This is an optimization exercise on Yosys and OpenROAD, whose aim is small area and a short achievable clock period, not a production implementation.
Function was checked by simulation only, so behaviour that the tests miss may differ from the original.
The flow treats the clock pin as an ideal source, which a real chip does not have.
No activity file was given, so power comes from the tool's default toggle rates.

==> branch xenon: inputs <==
==> flow/design.v (excerpt) <==
module adc_to_vga(clock, reset, ADC_CS_N, ADC_DIN, ADC_SCLK, ADC_DOUT, vga_R, vga_G,
vga_B, vga_clk, vga_blank, vga_sync, vga_h_sync, vga_v_sync, dalgalar, a_sayisi);
Settings: LEC_CHECK=0, CAP_MARGIN=20, CORE_MARGIN=2, CORE_UTILIZATION=40, GPL_TIMING_DRIVEN=0, SLEW_MARGIN=20; clock period 120.0 ns.
standard.sh (not shown) runs the stock make flow with config.mk's settings and CLKGATE_MAP_FILE= SYNTH_SCRIPT=/design/flow/synth_recipe.tcl, a recipe that flattens the netlist after the stock synthesis.
==> flow/flow/run.sh <==
#!/bin/bash
# Layout: the standard ORFS flow (standard.sh, unchanged synthesis) with
# these ORFS variables changed:
#  - REMOVE_ABC_BUFFERS=1: floorplan removes the buffers synthesis inserted;
#    with the 120 ns clock they have nothing to do, and repair_design puts
#    back the ones that slew, capacitance or fanout need.
#  - ports are buffered with sky130_fd_sc_hd__buf_2 instead of the delay cell
#    buffer_ports picks by default.
#  - RECOVER_POWER=100: after global routing, cells on paths with slack are
#    made smaller.
#  - clock tree: no dummy loads, clkbuf_4/clkbuf_8 buffers, larger sink
#    clusters.
# Each tool's log is in orfs/logs/; make's own output goes to standard.log.
set -euo pipefail
export REMOVE_ABC_BUFFERS=1
export RECOVER_POWER=100
export BUFFER_PORTS_ARGS="-buffer_cell sky130_fd_sc_hd__buf_2"
export CTS_ARGS="-sink_clustering_enable -repair_clock_nets -dont_use_dummy_load -sink_clustering_size 15 -sink_clustering_max_diameter 80 -buf_list {sky130_fd_sc_hd__clkbuf_8}"
bash standard.sh > standard.log 2>&1
==> branch garnet: changes against branch xenon <==
--- a/flow/flow/run.sh
+++ b/flow/flow/run.sh
@@ -7,6 +7,4 @@
 #  - ports are buffered with sky130_fd_sc_hd__buf_2 instead of the delay cell
 #    buffer_ports picks by default.
-#  - RECOVER_POWER=100: after global routing, cells on paths with slack are
-#    made smaller.
 #  - clock tree: no dummy loads, clkbuf_4/clkbuf_8 buffers, larger sink
 #    clusters.
@@ -14,5 +12,4 @@
 set -euo pipefail
 export REMOVE_ABC_BUFFERS=1
-export RECOVER_POWER=100
 export BUFFER_PORTS_ARGS="-buffer_cell sky130_fd_sc_hd__buf_2"
 export CTS_ARGS="-sink_clustering_enable -repair_clock_nets -dont_use_dummy_load -sink_clustering_size 15 -sink_clustering_max_diameter 80 -buf_list {sky130_fd_sc_hd__clkbuf_8}"
==> branch willow: changes against branch xenon <==
==> flow/flow/run.sh (replaced) <==
#!/bin/bash
# Layout: the standard ORFS flow (standard.sh, unchanged synthesis) with
# these ORFS variables changed:
#  - REMOVE_ABC_BUFFERS=1: floorplan removes the buffers synthesis inserted;
#    with the 120 ns clock they have nothing to do, and repair_design puts
#    back the ones that slew, capacitance or fanout need.
#  - ports are buffered with sky130_fd_sc_hd__buf_2 instead of the delay cell
#    buffer_ports picks by default.
#  - clock tree: no dummy loads, clkbuf_8 buffers, sink clusters of up to
#    15 flip-flops within 80 um.
# After clock tree synthesis, flow/upsize.tcl gives the flip-flops that drive
# the colour outputs a stronger drive; then the standard flow continues.
# make's output goes to standard_cts.log and standard.log, OpenROAD's for the
# upsizing to upsize.log; each ORFS step's log is in orfs/logs/.
set -euo pipefail
export REMOVE_ABC_BUFFERS=1
export BUFFER_PORTS_ARGS="-buffer_cell sky130_fd_sc_hd__buf_2"
export CTS_ARGS="-sink_clustering_enable -repair_clock_nets -dont_use_dummy_load -sink_clustering_size 15 -sink_clustering_max_diameter 80 -buf_list {sky130_fd_sc_hd__clkbuf_8}"
bash standard.sh cts > standard_cts.log 2>&1
openroad -no_init -exit flow/upsize.tcl > upsize.log 2>&1
bash standard.sh > standard.log 2>&1
==> flow/flow/upsize.tcl (new file) <==
# Give the three flip-flops that drive the 24 colour outputs (8 output
# buffers each) the strongest drive of their cell type, then legalize.
read_db orfs/results/sky130hd/adc_to_vga/base/4_cts.odb
set db [ord::get_db]
set block [ord::get_db_block]
set m4 [$db findMaster sky130_fd_sc_hd__dfxtp_4]
foreach inst [$block getInsts] {
  set n [$inst getName]
  if {[regexp {^system_4\.[rgb]_out\$} $n] && [[$inst getMaster] getName] == "sky130_fd_sc_hd__dfxtp_1"} {
    puts "upsizing $n"
    $inst swapMaster $m4
  }
}
detailed_placement
check_placement -verbose
write_db orfs/results/sky130hd/adc_to_vga/base/4_cts.odb
==> comparison <==
Sequential power is about the same in branch garnet and branch xenon.
In die area, branch garnet and branch xenon do not differ.
Of branch xenon and branch garnet, branch garnet has the higher fmax (gap about 12%, measured against branch garnet).
In branch willow the utilization is higher than in branch xenon, by 0.32 points.
In synthesized cell count, branch garnet and branch willow do not differ.
Against branch xenon, the critical path depth of branch garnet is lower by 3.
Branch xenon ran to the end with violations: max-capacitance violations, max-slew violations. Branch garnet ran to the end with no violations. Branch willow finished clean.
Routed wire length, lowest first: branch willow, branch garnet, branch xenon.
First-iteration DRC count, highest first: branch xenon, branch garnet, branch willow.
Cell count is the same in branch garnet and branch willow.
Setup slack: branch xenon is lower than branch willow (3.5 ns).
Power: branch willow > branch garnet > branch xenon.

-- afterwards: timing with drivers on the ports --
How much do the figures lean on ideal ports? The routed layouts below were timed once more, with nothing changed but the port constraints.
Step 1: set_driving_cell puts a clkbuf_16 on clock and a buf_2 on each other input, an assumption about the parent block.
Step 2 adds t to the input delays and takes it off the output delays; t is the mean of the earliest and latest rising clock arrival at the registers after step 1. Input paths then give back, and output paths get back, about the clock's delay inside the block.
Three values: ideal, step 1, step 2; two values: the first two.
run	t (ns)	slack for setup (ns)	worst register clock-pin slew, ns
branch xenon	0.645	91.329 / 91.337 / 90.692	0.11 / 0.11
branch garnet	0.644	94.777 / 94.722 / 94.455	0.11 / 0.11
branch willow	0.644	94.841 / 94.786 / 94.453	0.11 / 0.11
The setup slack of branch xenon, which loses most, moves by +0.008 ns with the drivers and by -0.637 ns with both steps.
